What follows belongs to an exercise in optimizing a design on an open flow for a short achievable clock period and few clock cycles; a production flow would make more cautious choices.
The RTL was checked by simulation tests, not by an equivalence proof against the original design.
Power figures rest on the tool's default switching activity, not on a simulated workload.

### design.v
module CPU(clk, rst, memoryData, memoryAddress, dataOut, readSignal, writeSignal, AC);
input clk;
input rst;  
input [15:0] memoryData;
output reg readSignal;
output reg writeSignal;
output reg signed [15:0] AC;
output reg [15:0] dataOut;
output reg [10:0] memoryAddress;
localparam DV_IDLE = 1'b0, DV_ITER = 1'b1;
localparam ND = 16;        
localparam FD = 8;         
reg        ZF;
reg  [5:0] PC;             
localparam NI = 32, LI = 5, PW = 16;    
reg [15:0]   ic  [0:NI-1];
reg [5-LI:0] ict [0:NI-1];              
reg [NI-1:0] icv;
reg [10:0] dtag [0:ND-1];
reg [15:0] ddat [0:ND-1];
reg [ND-1:0] dval;
reg [ND-1:0] dpnd;         
reg  [2:0] dpix [0:ND-1];  
reg  [3:0] drp;            
reg        fr_v;           
reg [15:0] fr_w;
reg        dp_v;
reg [10:0] dp_a;
reg        bt_rd, bt_op;   
reg [10:0] bt_addr;
reg  [2:0] bt_idx;
reg        dt_rd, dt_op;
reg [10:0] dt_addr;
reg  [2:0] dt_idx;
reg  [2:0] fk [0:FD-1];    
reg [15:0] fo [0:FD-1];    
reg [10:0] fa [0:FD-1];    
reg  [2:0] fw [0:FD-1];    
reg [FD-1:0] fv;           
reg [FD-1:0] fs;           
reg  [2:0] hp;             
reg  [3:0] fc;             
reg        dv_st;
reg [15:0] dv_r;
reg [17:0] dv_d;           
reg [19:0] dv_d3;          
reg [15:0] dv_q;
reg  [1:0] dv_cnt;
reg        dv_neg;
wire        h_ready = (fc != 0) && fv[hp] && (dv_st == DV_IDLE);
wire  [2:0] h_k = fk[hp];
wire [15:0] h_o = fo[hp];
wire [10:0] h_a = fa[hp];
wire        h_st = h_ready && (h_k == 3'd2);    
wire        sa = AC[15];
wire        sb = h_o[15];
wire [15:0] ua = sa ? -AC : AC;
wire [15:0] ub = sb ? -h_o : h_o;
wire        dv_zero = (ub == 16'd0) || (ua < ub);
function [3:0] msb16;
  input [15:0] v;
  integer i;
  begin
    msb16 = 4'd0;
    for (i = 0; i < 16; i = i + 1)
      if (v[i]) msb16 = i[3:0];
  end
endfunction
wire [3:0] n_a = msb16(ua);
wire [3:0] n_b = msb16(ub);
wire [3:0] n_diff = n_a - n_b;        
wire [1:0] dv_c = n_diff[3:2];
wire [17:0] ub3 = {2'b0, ub} + {1'b0, ub, 1'b0};
reg  [17:0] d_init;
reg  [19:0] d3_init;
always @* begin
  case (dv_c)
    2'd0: begin d_init = {2'b0, ub} << 2;  d3_init = {2'b0, ub3} << 2;  end
    2'd1: begin d_init = {2'b0, ub} << 6;  d3_init = {2'b0, ub3} << 6;  end
    2'd2: begin d_init = {2'b0, ub} << 10; d3_init = {2'b0, ub3} << 10; end
    default: begin d_init = {2'b0, ub} << 14; d3_init = {2'b0, ub3} << 14; end
  endcase
end
reg [15:0] it_r;
reg [17:0] it_d;
reg [19:0] it_d3;
reg [15:0] it_q;
reg [16:0] it_t1, it_t2, it_t3;
reg        g1, g2, g3;
integer j;
always @* begin
  it_r = dv_r; it_d = dv_d; it_d3 = dv_d3; it_q = dv_q;
  for (j = 0; j < 2; j = j + 1) begin
    it_t1 = {1'b0, it_r} - {1'b0, it_d[15:0]};
    it_t2 = {1'b0, it_r} - {1'b0, it_d[14:0], 1'b0};
    it_t3 = {1'b0, it_r} - {1'b0, it_d3[15:0]};
    g1 = (it_d[17:16] == 2'd0) && !it_t1[16];
    g2 = (it_d[17:15] == 3'd0) && !it_t2[16];
    g3 = (it_d3[19:16] == 4'd0) && !it_t3[16];
    if (g3) begin
      it_r = it_t3[15:0]; it_q = {it_q[13:0], 2'd3};
    end else if (g2) begin
      it_r = it_t2[15:0]; it_q = {it_q[13:0], 2'd2};
    end else if (g1) begin
      it_r = it_t1[15:0]; it_q = {it_q[13:0], 2'd1};
    end else
      it_q = {it_q[13:0], 2'd0};
    it_d = it_d >> 2;
    it_d3 = it_d3 >> 2;
  end
end
wire [15:0] dv_res = dv_neg ? -it_q : it_q;
wire        dv_last = (dv_st == DV_ITER) && (dv_cnt == 2'd0);
reg [15:0] alu;
always @* begin
  case (h_k)
    3'd1: alu = h_o;
    3'd3: alu = AC + h_o;
    3'd4: alu = AC - h_o;
    3'd5: alu = AC * h_o;
    default: alu = 16'd0;    
  endcase
end
wire h_exec  = h_ready && (h_k != 3'd6 || dv_zero) && (h_k != 3'd2);   
wire h_dvst  = h_ready && (h_k == 3'd6) && !dv_zero;                   
reg [15:0] ac_n;
reg        zf_n;
always @* begin
  ac_n = AC; zf_n = ZF;
  if (dv_last) begin
    ac_n = dv_res; zf_n = (it_q == 16'd0);
  end else if (h_exec) begin
    ac_n = alu;
    if (h_k != 3'd1) zf_n = (alu == 16'd0);
  end
end
reg [FD-1:0] q_in, q_zf;
integer u;
always @* begin
  for (u = 0; u < FD; u = u + 1) begin
    q_in[u] = ((u[2:0] - hp) < fc[2:0]) || (fc == 4'd8);
    q_zf[u] = q_in[u] && (fk[u] == 3'd3 || fk[u] == 3'd4 || fk[u] == 3'd5 || fk[u] == 3'd6);
  end
end
wire [FD-1:0] h_oh = 8'd1 << hp;
wire ex_final = (dv_st == DV_IDLE && (fc == 0 || (fc == 1 && fv[hp] && h_k != 3'd6 && h_k != 3'd2)))
             || (dv_last && fc == 0);
wire zf_now = (dv_st == DV_IDLE) && (q_zf == 0);
wire [15:0] as_res = (h_k == 3'd3) ? AC + h_o : AC - h_o;
wire zf_fwd_ok = (dv_st == DV_IDLE) && fv[hp] && (fc != 0) && (h_k == 3'd3 || h_k == 3'd4)
              && ((q_zf & ~h_oh) == 0);
wire zf_fwd = (as_res == 16'd0);
reg [63:0] pres;
integer pa;
always @* begin
  for (pa = 0; pa < 64; pa = pa + 1)
    pres[pa] = icv[pa % NI] && (ict[pa % NI] == (pa >> LI));
end
wire        cur_v = pres[PC];
wire [15:0] cur   = ic[PC[LI-1:0]];
wire  [3:0] c_op  = cur[15:12];
wire        c_m   = cur[11];
wire [10:0] c_a   = cur[10:0];
wire        c_lo  = (c_a[10:6] == 5'd0);    
wire c_alu   = (c_op == 4'd1) || (c_op == 4'd3) || (c_op == 4'd4) || (c_op == 4'd5) || (c_op == 4'd6);
wire c_mem   = c_alu && c_m;
wire c_st    = (c_op == 4'd2);
wire c_br    = (c_op == 4'd7);
wire c_brz   = (c_op == 4'd8);
reg [ND-1:0] m_c;           
reg [ND-1:0] m_d;           
reg [ND-1:0] m_p;           
reg [15:0]   o_dat;
reg          o_pnd;
reg  [2:0]   o_pix;
integer e;
always @* begin
  o_dat = 16'd0; o_pnd = 1'b0; o_pix = 3'd0;
  for (e = 0; e < ND; e = e + 1) begin
    m_c[e] = dval[e] && (dtag[e] == c_a);
    m_d[e] = dval[e] && (dtag[e] == dt_addr);
    m_p[e] = dval[e] && (dtag[e] == dp_a);
    if (m_c[e]) begin
      o_dat = o_dat | ddat[e];
      o_pnd = o_pnd | dpnd[e];
      o_pix = o_pix | dpix[e];
    end
  end
end
wire o_hit = !c_lo && (m_c != 0);
wire o_now = o_pnd && h_st && (o_pix == hp);
wire fq_room = (fc != 4'd8);
wire st_blk  = dval[drp] && dpnd[drp];       
reg        consume, take;
always @* begin
  consume = 1'b0; take = 1'b0;
  if (cur_v) begin
    if (c_alu)      consume = fq_room && !(c_m && !o_hit && h_st);
    else if (c_st)  consume = c_lo ? ex_final : (fq_room && (m_c != 0 || !st_blk));
    else if (c_br)  begin consume = 1'b1; take = 1'b1; end
    else if (c_brz) begin consume = zf_now || zf_fwd_ok; take = c_m && (zf_now ? ZF : zf_fwd); end
    else            consume = 1'b1;
  end
end
wire q_st    = consume && c_st && !c_lo;           
wire push    = consume && (c_alu || q_st);
wire st_go   = consume && c_st && c_lo;            
wire rd_miss = consume && c_mem && !o_hit;
wire [2:0] tail = hp + fc[2:0];
wire [5:0] pc_n = !consume ? PC : take ? c_a[5:0] : PC + 6'd1;
wire bt_kill = bt_rd && !bt_op && ((st_go && bt_addr == c_a) || (h_st && bt_addr == h_a));
wire [63:0] dt_oh = (dt_rd && dt_addr[10:6] == 5'd0) ? (64'd1 << dt_addr[5:0]) : 64'd0;
wire [63:0] bt_oh = (bt_rd && bt_addr[10:6] == 5'd0 && !bt_kill) ? (64'd1 << bt_addr[5:0]) : 64'd0;
wire [63:0] st_oh = (st_go && c_lo) ? (64'd1 << c_a[5:0]) : 64'd0;
wire [63:0] icv_e = pres | dt_oh | bt_oh | st_oh;
wire need_fetch = !icv_e[pc_n];
wire dp_go = dp_v && (m_p == 0) && !(q_st && c_a == dp_a)
          && !(bt_rd && bt_addr == dp_a) && !(dt_rd && dt_addr == dp_a);
wire [3:0] fr_op = fr_w[15:12];
wire fr_memop = fr_v && fr_w[11] && (fr_w[10:6] != 5'd0) &&
                (fr_op == 4'd1 || fr_op == 4'd3 || fr_op == 4'd4 || fr_op == 4'd5 || fr_op == 4'd6);
wire [127:0] icv_2 = {icv_e, icv_e};
wire [PW-1:0] win  = icv_2[PC + 7'd1 +: PW];
reg  [3:0]   pf_k;
reg          pf_v;
integer w;
always @* begin
  pf_v = 1'b0; pf_k = 4'd0;
  for (w = PW-1; w >= 0; w = w - 1)
    if (!win[w]) begin pf_v = 1'b1; pf_k = w[3:0]; end
end
wire [5:0] pf_a = PC + 6'd1 + {2'b0, pf_k};
wire dc_fill = dt_rd && (dt_addr[10:6] != 5'd0);
wire ic_fill = dt_rd && (dt_addr[10:6] == 5'd0);
wire dc_ins  = dc_fill && (m_d == 0) && !st_blk && !(q_st && (m_c == 0 || m_c[drp]));
integer i;
always @(posedge clk) begin
  if (dv_st == DV_IDLE) begin
    dv_r <= ua;
    dv_d <= d_init;
    dv_d3 <= d3_init;
    dv_q <= 16'd0;
    dv_cnt <= dv_c;
    dv_neg <= sa ^ sb;
  end else begin
    dv_r <= it_r;
    dv_d <= it_d;
    dv_d3 <= it_d3;
    dv_q <= it_q;
    dv_cnt <= dv_cnt - 2'd1;
  end
  if (dt_op) fo[dt_idx] <= memoryData;
  if (h_st)
    for (i = 0; i < FD; i = i + 1)
      if (fs[i] && fw[i] == hp) fo[i] <= AC;
  if (push) begin
    fk[tail] <= c_op[2:0];
    fa[tail] <= c_a;
    fw[tail] <= o_pix;
    fo[tail] <= !c_m ? {{5{c_a[10]}}, c_a} : o_now ? AC : o_dat;
  end
  if (ic_fill) begin
    ic[dt_addr[LI-1:0]] <= memoryData;
    ict[dt_addr[LI-1:0]] <= dt_addr[5:LI];
  end
  if (dc_fill) begin
    if (m_d != 0) begin
      for (i = 0; i < ND; i = i + 1)
        if (m_d[i]) ddat[i] <= memoryData;
    end else if (dc_ins) begin
      dtag[drp] <= dt_addr;
      ddat[drp] <= memoryData;
    end
  end
  if (h_st)
    for (i = 0; i < ND; i = i + 1)
      if (dpnd[i] && dpix[i] == hp) ddat[i] <= AC;
  if (st_go) begin
    ic[c_a[LI-1:0]] <= ac_n;
    ict[c_a[LI-1:0]] <= c_a[5:LI];
  end
  if (q_st) begin
    if (m_c != 0) begin
      for (i = 0; i < ND; i = i + 1)
        if (m_c[i]) dpix[i] <= tail;
    end else begin
      dtag[drp] <= c_a;
      dpix[drp] <= tail;
    end
  end
  fr_w <= memoryData;
  if (fr_memop) dp_a <= fr_w[10:0];
  dt_addr <= bt_addr;
  dt_idx <= bt_idx;
  if (rst)
    bt_addr <= 11'd0;
  else if (h_st)
    bt_addr <= h_a;
  else if (rd_miss) begin
    bt_addr <= c_a; bt_idx <= tail;
  end else if (need_fetch)
    bt_addr <= {5'd0, pc_n};
  else if (dp_go)
    bt_addr <= dp_a;
  else
    bt_addr <= {5'd0, pf_a};
  if (h_st) dataOut <= AC;
  else if (st_go) dataOut <= ac_n;
end
always @(posedge clk) begin
  if (rst) begin
    PC <= 6'd0;
    AC <= 16'd0;
    ZF <= 1'b0;
    memoryAddress <= 11'd0;
    readSignal <= 1'b1;
    writeSignal <= 1'b0;
    bt_rd <= 1'b1;
    bt_op <= 1'b0;
    dt_rd <= 1'b0;
    dt_op <= 1'b0;
    icv <= {NI{1'b0}};
    dval <= {ND{1'b0}};
    dpnd <= {ND{1'b0}};
    drp <= 4'd0;
    dp_v <= 1'b0;
    fr_v <= 1'b0;
    fv <= {FD{1'b0}};
    fs <= {FD{1'b0}};
    hp <= 3'd0;
    fc <= 4'd0;
    dv_st <= DV_IDLE;
  end else begin
    AC <= ac_n;
    ZF <= zf_n;
    case (dv_st)
      DV_IDLE: if (h_dvst) dv_st <= DV_ITER;
      default: if (dv_cnt == 2'd0) dv_st <= DV_IDLE;
    endcase
    if (dt_op) fv[dt_idx] <= 1'b1;
    if (h_st)
      for (i = 0; i < FD; i = i + 1)
        if (fs[i] && fw[i] == hp) begin fv[i] <= 1'b1; fs[i] <= 1'b0; end
    if (push) begin
      fv[tail] <= !c_m || (o_hit && (!o_pnd || o_now)) || q_st;
      fs[tail] <= c_m && o_hit && o_pnd && !o_now;
    end
    if (h_ready && !h_dvst || h_dvst) hp <= hp + 3'd1;
    fc <= fc + {3'b0, push} - {3'b0, h_ready};
    if (ic_fill) icv[dt_addr[LI-1:0]] <= 1'b1;
    if (st_go) icv[c_a[LI-1:0]] <= 1'b1;
    if (dc_ins) dval[drp] <= 1'b1;
    if (h_st)
      for (i = 0; i < ND; i = i + 1)
        if (dpnd[i] && dpix[i] == hp) dpnd[i] <= 1'b0;
    if (q_st) begin
      if (m_c != 0) begin
        for (i = 0; i < ND; i = i + 1)
          if (m_c[i]) dpnd[i] <= 1'b1;
      end else begin
        dval[drp] <= 1'b1;
        dpnd[drp] <= 1'b1;
      end
    end
    if ((dc_fill && m_d == 0) || (q_st && m_c == 0) || (cur_v && c_st && !c_lo && m_c == 0 && st_blk))
      drp <= drp + 4'd1;
    PC <= pc_n;
    fr_v <= ic_fill && !dt_op;
    if (fr_memop)
      dp_v <= 1'b1;
    else if (dp_v && (!dp_go || !(h_st || rd_miss || st_go || need_fetch)))
      dp_v <= 1'b0;
    dt_rd <= bt_rd && !bt_kill;
    dt_op <= bt_op;
    if (h_st) begin
      memoryAddress <= h_a;
      readSignal <= 1'b0; writeSignal <= 1'b1;
      bt_rd <= 1'b0; bt_op <= 1'b0;
    end else if (rd_miss) begin
      memoryAddress <= c_a;
      readSignal <= 1'b1; writeSignal <= 1'b0;
      bt_rd <= 1'b1; bt_op <= 1'b1;
    end else if (st_go) begin
      memoryAddress <= c_a;
      readSignal <= 1'b0; writeSignal <= 1'b1;
      bt_rd <= 1'b0; bt_op <= 1'b0;
    end else if (need_fetch) begin
      memoryAddress <= {5'd0, pc_n};
      readSignal <= 1'b1; writeSignal <= 1'b0;
      bt_rd <= 1'b1; bt_op <= 1'b0;
    end else if (dp_go) begin
      memoryAddress <= dp_a;
      readSignal <= 1'b1; writeSignal <= 1'b0;
      bt_rd <= 1'b1; bt_op <= 1'b0;
    end else if (pf_v) begin
      memoryAddress <= {5'd0, pf_a};
      readSignal <= 1'b1; writeSignal <= 1'b0;
      bt_rd <= 1'b1; bt_op <= 1'b0;
    end else begin
      readSignal <= 1'b0; writeSignal <= 1'b0;
      bt_rd <= 1'b0; bt_op <= 1'b0;
    end
  end
end
endmodule
### flow/run.sh
#!/bin/bash
cp standard.sh standard_sh_copy.txt
export SETUP_SLACK_MARGIN=33
bash standard.sh > standard_flow.log 2>&1
### standard.sh
#!/bin/bash
# synth_recipe.tcl (not shown) runs the flow's synth.tcl, then flattens the netlist and writes it again
# the make line also repeats each setting of config.mk as NAME=value (left out here)
make -C /OpenROAD-flow-scripts/flow DESIGN_CONFIG=/design/flow/config.mk WORK_HOME=/design/flow/orfs CLKGATE_MAP_FILE= SYNTH_SCRIPT=/design/flow/synth_recipe.tcl "${@:-finish}"
### config.mk
export PLATFORM = sky130hd
export DESIGN_NAME = CPU
export DESIGN_NICKNAME = CPU
export VERILOG_FILES = /design/flow/design.v
export SDC_FILE = /design/flow/constraint.sdc
export NUM_CORES = 4
export LEC_CHECK = 0
export CAP_MARGIN = 20
export CORE_MARGIN = 2
export CORE_UTILIZATION = 35
export PLACE_DENSITY = 0.5
export SLEW_MARGIN = 20
export TNS_END_PERCENT = 10
### constraint.sdc
create_clock -name core_clock -period 42.0 [get_ports {clk}]
set_input_delay 8.4000 -clock core_clock [delete_from_list [all_inputs] [get_ports {clk}]]
set_output_delay 8.4000 -clock core_clock [all_outputs]
set_load 0.01 [all_outputs]
==> reports/results.tsv, run 1 <==
stage	metric	value	unit
global_routing	met1_usage	47.2	%
die	io_pins	63	
sta	final.setup.tns	0	ns
critical_path	slowest_delay	0.35	ns
die	die_h	550	µm
critical_path	r2r-start	PC[0]$_SDFF_PP0_	
clock_network	cts_buffer_depth	4	
global_routing	first_global_vias	88000	
logic_synthesis	yosysTopAreaCell	edfxtp_1	
logic_synthesis	synthMuxAreaShare	9.45	%
critical_path	reg2reg_to	memoryAddress[5]$_SDFFE_PP0P_	
critical_path	startpoint	AC[2]$_SDFF_PP0_	
critical_path	r2r_slack	32.58	ns
run	max_cap_violations	0	
power_and_ir_drop	p_clk_share	27.1	%
critical_path	cp-start-kind	flip-flop	
place	numPortBuffers	62	
logic_synthesis	synth_top_family_by_area	compound AO/OA/AOI/OAI gates	
critical_path	arrival	1.52	ns
critical_path	path_depth	2	
power_and_ir_drop	p_sw_share	41.5	%
sta	worst_slack	32.08	ns
die	die_x	550	µm
critical_path	end_kind	output port	
die	placement_rows	200	
logic_synthesis	synth_cells	10700	
global_routing	gr-usage-met3	8.13	%
detailed_routing	totalWireLength	533	mm
clock_network	cts_tree	done	
logic_synthesis	synthXorXnorAreaFrac	6.88	%
logic_synthesis	synthTopCellsByCount	nand2_1 (1347), edfxtp_1 (1319), o21ai_0 (945), nor2_1 (696), xnor2_1 (659)	
min_path	min_path_type	flip-flop to flip-flop	
power_and_ir_drop	internal_power	0.00340	W
logic_synthesis	synth_compound_area_share	16.7	%
clock_network	cts-root-buf	clkbuf_16	
logic_synthesis	synth_area_per_cell	9.73	µm²
die	core_area	297000	µm²
critical_path	path_cells	buf_12 > buf_6	
global_routing	grt_use_met2	49.7	%
critical_path	cp_slowest_cell	dfxtp_4	
logic_synthesis	synth_top_area_share	37.9	%
power_and_ir_drop	power_frac_comb	41.5	%
detailed_routing	firstDrtPassIters	9	
power_and_ir_drop	p_seq_share	31.3	%
sta	fin_crit	9.92	ns
logic_synthesis	yosys.area_share.simple	14.1	%
critical_path	worst-path-buf-inv	2	
clock_network	postCtsHoldBufs	0	
logic_synthesis	ys_warn_count	1	
detailed_routing	via_per_inst	6.34	
critical_path	reg2reg_depth	35	
global_routing	grt_most_used_layer	met2	
global_routing	grt_pass1_wl	723	mm
logic_synthesis	ys_ff_latch	1564	
critical_path	cp.required	33.60	ns
sta	setup_viol	0	
global_routing	grtUsageTotal	33.8	%
sta	finClkSkew	0.0938	ns
logic_synthesis	synth_cell_types	128	
power_and_ir_drop	leakage	42.2	nW
logic_synthesis	synth.cell_area	104000	µm²
critical_path	path_max_fanout	2	
logic_synthesis	synthTopCellsByArea	edfxtp_1 (38%), xnor2_1 (5.5%), nand2_1 (4.8%), dfxtp_1 (4.7%), o21ai_0 (4.5%)	
global_routing	overflow	0	
power_and_ir_drop	power_density	48.9	nW/µm²
power_and_ir_drop	peakVddDrop	0.0000513	V
sta	final_hold_viol_count	0	
power_and_ir_drop	power.switching	0.00241	W
logic_synthesis	async_flop_share	0	%
logic_synthesis	yosys.cell_count.top_type	nand2_1	
finish	nets	11000	
logic_synthesis	synthAdderAreaFrac	5.06	%
global_routing	antenna_found_initial	39	
sta	relSlewSlack	10.7	%
critical_path	critPathKind	flip-flop to output port	
logic_synthesis	synth_edf_count	1319	
clock_network	numCtsBuffers	185	
finish	syn_to_final_growth	13.8	%
global_routing	grt_max_degree	74	
place	dpl_worst_slack	30.04	ns
sta	fmax	101	MHz
logic_synthesis	ys.flop_type	edfxtp_1	
detailed_routing	ant_nets	0	
outcome	status	timing/DRC/antenna clean	
detailed_routing	routedWlPerCell	36.1	µm
sta	worst_slew_pin_slew	1.33	ns
sta	rsz0062_at_grt	yes	
finish	drive_above_1_share	16.6	%
critical_path	critical_path.endpoint	AC[2]	
die	start_util	35.2	%
clock_network	clock_latency	0.92	ns
detailed_routing	drtIter0Drc	13700	
detailed_routing	drc	0	
place	hpwlAfterDp	358	mm
sta	timing.final.crit_share	23.6	%
clock_network	htree_levels	4	
logic_synthesis	yosysSeqAreaShare	42.6	%
clock_network	clkTransAtPathRegs	0.06	ns
place	routabilityCongestion	1.06	
clock_network	clkSinkCount	1564	
logic_synthesis	syn_nets	11100	
die	die_area	303000	µm²
finish	n_fill_cell	29200	
detailed_routing	vias	93500	
critical_path	cp_top_family	flip-flops	
sta	slew_viol_final	0	
==> per-layer routing <==
layer  vias to the layer above  wire, µm
met1                     47300    222000
li1                      39200         -
met5                         -       126
met3                      1106     58400
met2                      5871    225000
met4                        20     28000
==> worst min-delay path by stage <==
| stage | from | endpoint | slack, ns | cells after the start |
|---|---|---|---|---|
| 6_report | bt_idx[2]$_DFFE_PP_ | dt_idx[2]$_DFF_P_ | 0.34 | 0 |
| 3_5_place_dp | bt_idx[2]$_DFFE_PP_ | dt_idx[2]$_DFF_P_ | 0.33 | 0 |
| 3_3_place_gp | bt_idx[2]$_DFFE_PP_ | dt_idx[2]$_DFF_P_ | 0.33 | 0 |
| 2_1_floorplan | bt_idx[0]$_DFFE_PP_ | dt_idx[0]$_DFF_P_ | 0.32 | 0 |
| 4_1_cts | bt_idx[2]$_DFFE_PP_ | dt_idx[2]$_DFF_P_ | 0.35 | 0 |
| 5_1_grt | bt_idx[2]$_DFFE_PP_ | dt_idx[2]$_DFF_P_ | 0.35 | 0 |
==> area by class of cell <==
class                      count  area (µm²)  area share, %
antenna                       10        25.0         0.0210
timing repair buffer         611        5790           4.87
clock inverter                95         676          0.568
sequential                  1564       44600           37.5
clock buffer                 246        5020           4.23
multi-input combinational   7897       56300           47.3
tap                         3939        4930           4.15
inverter                     399        1550           1.30
==> worst register-to-register path: cells and delay by family, from the launching register on <==
kind                       cells  cell delay, ns
xor gates and xnor gates       1            0.11
adders and majority gates      1            0.28
and+or+nand+nor                9            2.01
AOI/OAI and AO/OA             18            4.52
DFF                            1            0.45
muxes                          1            0.27
buffers and inverters          5            1.61
==> logic make-up (layout without fill, tap and decap cells) <==
group,after synthesis,in the layout
simple gates,3191,3191
compound gates,2748,2750
flops,1564,1564
buf+inv,1281,1351
xor+xnor,820,820
mux,769,769
fa+ha+maj,367,367
other cells,0,10
==> stage by stage <==
step | util, % | instances | hold slack, ns | total power (W) | area [µm²]
detailed placement | 37.0 | 14200 | 0.329 | 0.00405 | 110000
global placement | 37.0 | 14200 | 0.329 | 0.00404 | 110000
finish | 40.1 | 14800 | 0.345 | 0.00581 | 119000
global route | 40.0 | 14800 | 0.353 | 0.00597 | 119000
floorplan | - | 10700 | 0.323 | 0.00318 | 105000
CTS | 39.8 | 14700 | 0.346 | 0.00572 | 118000
==> power groups by stage <==
stage	Sequential, W	Combinational [W]	Clock [W]
CTS	0.00182	0.00231	0.00159
detailed placement	0.00186	0.00219	0
finish	0.00182	0.00241	0.00158
floorplan	0.00183	0.00135	0
global placement	0.00186	0.00218	0
global route	0.00182	0.00250	0.00164
==> registers in the layout, summed over array words and instances (netlist names), 12 cells and up, named ones only <==
| register | flops |
|---|---|
| fa | 88 |
| dataOut | 16 |
| fo | 128 |
| fw | 24 |
| dpix | 48 |
| dv_r | 16 |
| dval | 16 |
| dv_d3 | 20 |
| ict | 32 |
| fr_w | 16 |
| fk | 24 |
| icv | 32 |
| dtag | 176 |
| ic | 512 |
| AC | 16 |
| ddat | 256 |
| dv_q | 12 |
| dv_d | 18 |
| dpnd | 16 |
==> cells in the final DEF (no fill, tap or decap), drive strengths merged, types with 205 or more instances in the layout <==
master	synthesis	routed
nand2	1352	1352
edfxtp	1319	1319
o21ai	969	969
nor2	699	699
xnor2	659	659
buf	233	570
a21oi	555	557
inv	391	393
mux2	339	339
mux2i	291	291
ha	275	275
clkbuf	649	258
dfxtp	245	245
nor3	219	219
nand3	205	205
==> timing repair <==
item,4_1_cts,5_1_grt
gates resized for setup,396,128
cloned,15,9
setup endpoints to repair,1286,631
setup buffers,113,33
pin swaps,34,60
Testbench counts, summed over its fixed seeds: cycles 12,556.
==> run 2: changes to the inputs <==
--- a/design.v
+++ b/design.v
@@ -4,7 +4,9 @@
 input [15:0] memoryData;
 output reg readSignal;
 output reg writeSignal;
-output reg signed [15:0] AC;
+output reg signed [15:0] AC;    
+reg [15:0] acc_q;               
+wire [15:0] acc = ~acc_q;
 output reg [15:0] dataOut;
 output reg [10:0] memoryAddress;
 localparam DV_IDLE = 1'b0, DV_ITER = 1'b1;
@@ -52,9 +54,9 @@
 wire [15:0] h_o = fo[hp];
 wire [10:0] h_a = fa[hp];
 wire        h_st = h_ready && (h_k == 3'd2);    
-wire        sa = AC[15];
+wire        sa = acc[15];
 wire        sb = h_o[15];
-wire [15:0] ua = sa ? -AC : AC;
+wire [15:0] ua = sa ? -acc : acc;
 wire [15:0] ub = sb ? -h_o : h_o;
 wire        dv_zero = (ub == 16'd0) || (ua < ub);
 function [3:0] msb16;
@@ -115,9 +117,9 @@
 always @* begin
   case (h_k)
     3'd1: alu = h_o;
-    3'd3: alu = AC + h_o;
-    3'd4: alu = AC - h_o;
-    3'd5: alu = AC * h_o;
+    3'd3: alu = acc + h_o;
+    3'd4: alu = acc - h_o;
+    3'd5: alu = acc * h_o;
     default: alu = 16'd0;    
   endcase
 end
@@ -126,7 +128,7 @@
 reg [15:0] ac_n;
 reg        zf_n;
 always @* begin
-  ac_n = AC; zf_n = ZF;
+  ac_n = acc; zf_n = ZF;
   if (dv_last) begin
     ac_n = dv_res; zf_n = (it_q == 16'd0);
   end else if (h_exec) begin
@@ -146,7 +148,7 @@
 wire ex_final = (dv_st == DV_IDLE && (fc == 0 || (fc == 1 && fv[hp] && h_k != 3'd6 && h_k != 3'd2)))
              || (dv_last && fc == 0);
 wire zf_now = (dv_st == DV_IDLE) && (q_zf == 0);
-wire [15:0] as_res = (h_k == 3'd3) ? AC + h_o : AC - h_o;
+wire [15:0] as_res = (h_k == 3'd3) ? acc + h_o : acc - h_o;
 wire zf_fwd_ok = (dv_st == DV_IDLE) && fv[hp] && (fc != 0) && (h_k == 3'd3 || h_k == 3'd4)
               && ((q_zf & ~h_oh) == 0);
 wire zf_fwd = (as_res == 16'd0);
@@ -252,12 +254,12 @@
   if (dt_op) fo[dt_idx] <= memoryData;
   if (h_st)
     for (i = 0; i < FD; i = i + 1)
-      if (fs[i] && fw[i] == hp) fo[i] <= AC;
+      if (fs[i] && fw[i] == hp) fo[i] <= acc;
   if (push) begin
     fk[tail] <= c_op[2:0];
     fa[tail] <= c_a;
     fw[tail] <= o_pix;
-    fo[tail] <= !c_m ? {{5{c_a[10]}}, c_a} : o_now ? AC : o_dat;
+    fo[tail] <= !c_m ? {{5{c_a[10]}}, c_a} : o_now ? acc : o_dat;
   end
   if (ic_fill) begin
     ic[dt_addr[LI-1:0]] <= memoryData;
@@ -274,7 +276,7 @@
   end
   if (h_st)
     for (i = 0; i < ND; i = i + 1)
-      if (dpnd[i] && dpix[i] == hp) ddat[i] <= AC;
+      if (dpnd[i] && dpix[i] == hp) ddat[i] <= acc;
   if (st_go) begin
     ic[c_a[LI-1:0]] <= ac_n;
     ict[c_a[LI-1:0]] <= c_a[5:LI];
@@ -304,13 +306,14 @@
     bt_addr <= dp_a;
   else
     bt_addr <= {5'd0, pf_a};
-  if (h_st) dataOut <= AC;
+  if (h_st) dataOut <= acc;
   else if (st_go) dataOut <= ac_n;
 end
 always @(posedge clk) begin
   if (rst) begin
     PC <= 6'd0;
     AC <= 16'd0;
+    acc_q <= 16'hffff;
     ZF <= 1'b0;
     memoryAddress <= 11'd0;
     readSignal <= 1'b1;
@@ -332,6 +335,7 @@
     dv_st <= DV_IDLE;
   end else begin
     AC <= ac_n;
+    acc_q <= ~ac_n;
     ZF <= zf_n;
     case (dv_st)
       DV_IDLE: if (h_dvst) dv_st <= DV_ITER;
--- a/config.mk
+++ b/config.mk
@@ -6,8 +6,10 @@
 export NUM_CORES = 4
 export LEC_CHECK = 0
 export CAP_MARGIN = 20
+export CELL_PAD_IN_SITES_DETAIL_PLACEMENT = 1
+export CELL_PAD_IN_SITES_GLOBAL_PLACEMENT = 2
 export CORE_MARGIN = 2
-export CORE_UTILIZATION = 35
-export PLACE_DENSITY = 0.5
+export CORE_UTILIZATION = 30
+export PLACE_DENSITY = 0.45
 export SLEW_MARGIN = 20
 export TNS_END_PERCENT = 10
==> reports/results.tsv, run 2 <==
stage	metric	value	unit	change
outcome	status	timing/DRC/antenna clean		
logic_synthesis	yosysSeqAreaShare	42.3	%	-0.28 points
logic_synthesis	synth.cell_area	106000	µm²	+1.4%
detailed_routing	via_per_inst	6.16		-2.7%
sta	fin_crit	9.87	ns	-0.0488 ns
finish	regArea	44900	µm²	+0.72%
place	routabilityCongestion	1.00		-5.6%
clock_network	cts-root-buf	clkbuf_16		
critical_path	path_max_fanout	2		unchanged
power_and_ir_drop	finalPower	0.00529	W	-9.0%
clock_network	cts_buffer_depth	4		unchanged
logic_synthesis	yosys.cell_count.top_type	nand2_1		
clock_network	cts_tree	done		
finish	multi_input_area	57900	µm²	+2.9%
finish	drive_above_1_share	15.6	%	-0.98 points
logic_synthesis	synthTopCellsByArea	edfxtp_1 (37%), xnor2_1 (5.6%), o21ai_0 (5.5%), nand2_1 (5.2%), dfxtp_1 (4.9%)		
logic_synthesis	synth_top_area_share	37.4	%	-0.52 points
detailed_routing	ant_nets	0		unchanged
critical_path	end_kind	output port		
logic_synthesis	synth_cells	11200		+4.3%
power_and_ir_drop	p_clk_share	35.1	%	+8.0 points
clock_network	clkSinkCount	1580		+1.0%
power_and_ir_drop	p_sw_share	37.6	%	-3.9 points
finish	nets	11500		+4.4%
global_routing	grtUsageTotal	35.9	%	+2.1 points
critical_path	path_cells	buf_6		
sta	fmax	101	MHz	+0.49%
place	numPortBuffers	62		unchanged
power_and_ir_drop	peakVddDrop	0.0000365	V	-29%
logic_synthesis	synthTopCellsByCount	nand2_1 (1479), edfxtp_1 (1319), o21ai_0 (1172), nor2_1 (739), clkbuf_1 (736)		
die	die_area	358000	µm²	+18%
critical_path	slowest_delay	0.46	ns	+0.11 ns
finish	layout_common_cells	nand2_1 (1453), edfxtp_1 (1319), o21ai_0 (1113)		
die	start_util	30.1	%	-5.1 points
logic_synthesis	synth_cell_types	126		-1.6%
global_routing	first_global_vias	97600		+11%
sta	final.setup.tns	0	ns	unchanged
min_path	min_path_type	flip-flop to flip-flop		
detailed_routing	drtIter0Drc	11000		-20%
finish	n_fill_cell	39300		+35%
place	hpwlAfterDp	462	mm	+29%
detailed_routing	routedWlPerCell	41.3	µm	+14%
detailed_routing	vias	98400		+5.3%
power_and_ir_drop	p_seq_share	33.8	%	+2.5 points
die	die_x	598	µm	+8.7%
sta	timing.final.crit_share	23.5	%	-0.12 points
die	placement_rows	218		+9.0%
finish	largest_reg_flops	512		unchanged
critical_path	cp.required	33.60	ns	about the same
sta	finClkSkew	0.126	ns	+0.0325 ns
clock_network	clock_latency	0.97	ns	+0.05 ns
min_path	min_path_cells	0		unchanged
logic_synthesis	ys_warn_count	1		unchanged
critical_path	cp_slowest_cell	dfxtp_4		
clock_network	htree_levels	4		unchanged
sta	setup_viol	0		unchanged
logic_synthesis	async_flop_share	0	%	unchanged
run	max_cap_violations	0		unchanged
sta	worst_slack	32.13	ns	+0.0488 ns
logic_synthesis	syn_nets	11600		+4.2%
detailed_routing	totalWireLength	659	mm	+24%
die	die_h	598	µm	+8.7%
global_routing	antenna_found_initial	48		+23%
sta	timing.hold.ws	0.349	ns	+0.00404 ns
critical_path	cp_top_family	flip-flops		
power_and_ir_drop	leakage	43.2	nW	+2.3%
critical_path	arrival	1.47	ns	-0.05 ns
sta	slew_viol_final	0		unchanged
logic_synthesis	yosysTopAreaCell	edfxtp_1		
sta	worst_slew_pin_slew	1.19	ns	-0.133 ns
sta	final_hold_viol_count	0		unchanged
critical_path	critPathKind	flip-flop to output port		
die	io_pins	63		unchanged
global_routing	overflow	0		unchanged
power_and_ir_drop	power_frac_comb	31.1	%	-10 points
detailed_routing	firstDrtPassIters	6		-3
critical_path	worst-path-buf-inv	1		-1
global_routing	grt_max_degree	66		-11%
power_and_ir_drop	power.switching	0.00199	W	-17%
finish	layout.cells.most_common	nand2_1		
clock_network	clkTransAtPathRegs	0.06	ns	about the same
power_and_ir_drop	power_density	42.8	nW/µm²	-12%
logic_synthesis	synth_edf_count	1319		unchanged
global_routing	grt_pass1_wl	882	mm	+22%
power_and_ir_drop	internal_power	0.00330	W	-3.0%
sta	rsz0062_at_grt	yes		
critical_path	reg2reg_depth	23		-34%
logic_synthesis	ys_ff_latch	1580		+1.0%
finish	syn_to_final_growth	16.6	%	
sta	relSlewSlack	19.7	%	+9.0 points
place	dpl_worst_slack	29.09	ns	-0.951 ns
die	core_area	352000	µm²	+19%
clock_network	numCtsBuffers	204		+10%
logic_synthesis	ys.flop_type	edfxtp_1		
critical_path	cp-start-kind	flip-flop		
logic_synthesis	synth_area_per_cell	9.45	µm²	-2.8%
finish	utilization	35.1	%	-5.0 points
detailed_routing	drc	0		unchanged
critical_path	path_depth	1		-1
## run 2: cell families (layout without fill, tap and decap cells)
family          Yosys count  count (layout)  synth area share, %
other cells               0              34                    0
xor+xnor                803             803                 6.65
mux                     571             571                 7.08
fa+ha+maj               366             366                 4.98
buf+inv                1365            1478                 5.24
compound gates         3087            3087                 18.9
simple gates           3432            3433                 14.8
flops                  1580            1580                 42.3
## run 2: path summary, 6_finish.rpt
kind | to | slack (ns) | start
hold reg to reg | dt_idx[0]$_DFF_P_ | 0.35 | bt_idx[0]$_DFFE_PP_
setup reg to reg | dp_v$_SDFFE_PP0P_ | 32.51 | PC[3]$_SDFF_PP0_
hold / removal | dt_idx[0]$_DFF_P_ | 0.35 | bt_idx[0]$_DFFE_PP_
setup / recovery | memoryAddress[5] | 32.13 | memoryAddress[5]$_SDFFE_PP0P_
## run 2: timing repair
item                       4_1_cts  5_1_grt
resized for setup              495      136
setup buffers                  116       10
hold buffers                     0        0
pin swaps                       73       11
setup endpoints to repair     1858      717
gates cloned                    19        1
## run 2: power by group through the flow
stage	clock, W	sequential [W]	combinational (W)
final	0.00186	0.00179	0.00164
after CTS	0.00188	0.00179	0.00159
after global routing	0.00193	0.00179	0.00168
after global placement	0	0.00182	0.00149
after detailed placement	0	0.00182	0.00150
after floorplan	0	0.00180	0.000805
## run 2: layer usage
layer	vias to the layer above	share of wire, %	track usage, %
li1	41100	-	-
met1	51700	42	47.2
met2	4504	46	57.7
met3	1115	7.0	5.93
met4	8	5.3	16.3
met5	-	0.0088	0
## run 2: layout make-up
class / instances / area share [%]
timing repair buffer: 683 / 5.09
antenna: 34 / 0.0689
sequential: 1580 / 36.4
clock inverter: 113 / 0.956
clock buffer: 262 / 4.59
multi-input combinational: 8260 / 46.9
inverter: 420 / 1.31
tap: 4620 / 4.68
## run 2: per-stage QoR
stage / instances / area, µm²
3_5_place_dp: 15400 / 113000
6_report: 16000 / 123000
3_3_place_gp: 15400 / 113000
5_1_grt: 15900 / 123000
2_1_floorplan: 11200 / 106000
4_1_cts: 15900 / 123000
Testbench counts of run 2, summed over its fixed seeds: cycles 12,556.

## what the ideal ports hide
How much do the figures lean on ideal ports? The routed layouts below were timed once more, with nothing changed but the port constraints.
Step 1 (the two cells are an assumption about what drives the block):
set clk [get_ports {clk}]
set_driving_cell -lib_cell sky130_fd_sc_hd__clkbuf_16 $clk
set_driving_cell -lib_cell sky130_fd_sc_hd__buf_2 [delete_from_list [all_inputs] $clk]
Step 2 adds t to the input delays and takes it off the output delays; t is the mean of the earliest and latest rising clock arrival at the registers after step 1. Input paths then give back, and output paths get back, about the clock's delay inside the block.
Slacks: ideal / step 1 / step 2; pairs: ideal / step 1.
run	t (ns)	setup WS [ns]	worst setup path at the end
run 1	0.971	32.077 / 31.981 / 31.916	input to register
run 2	1.009	32.126 / 32.021 / 31.513	input to register
After both steps setup and hold are still met in every run listed. For run 2, which loses most, drivers alone change the setup slack by -0.105 ns; drivers and shift together by -0.613 ns.
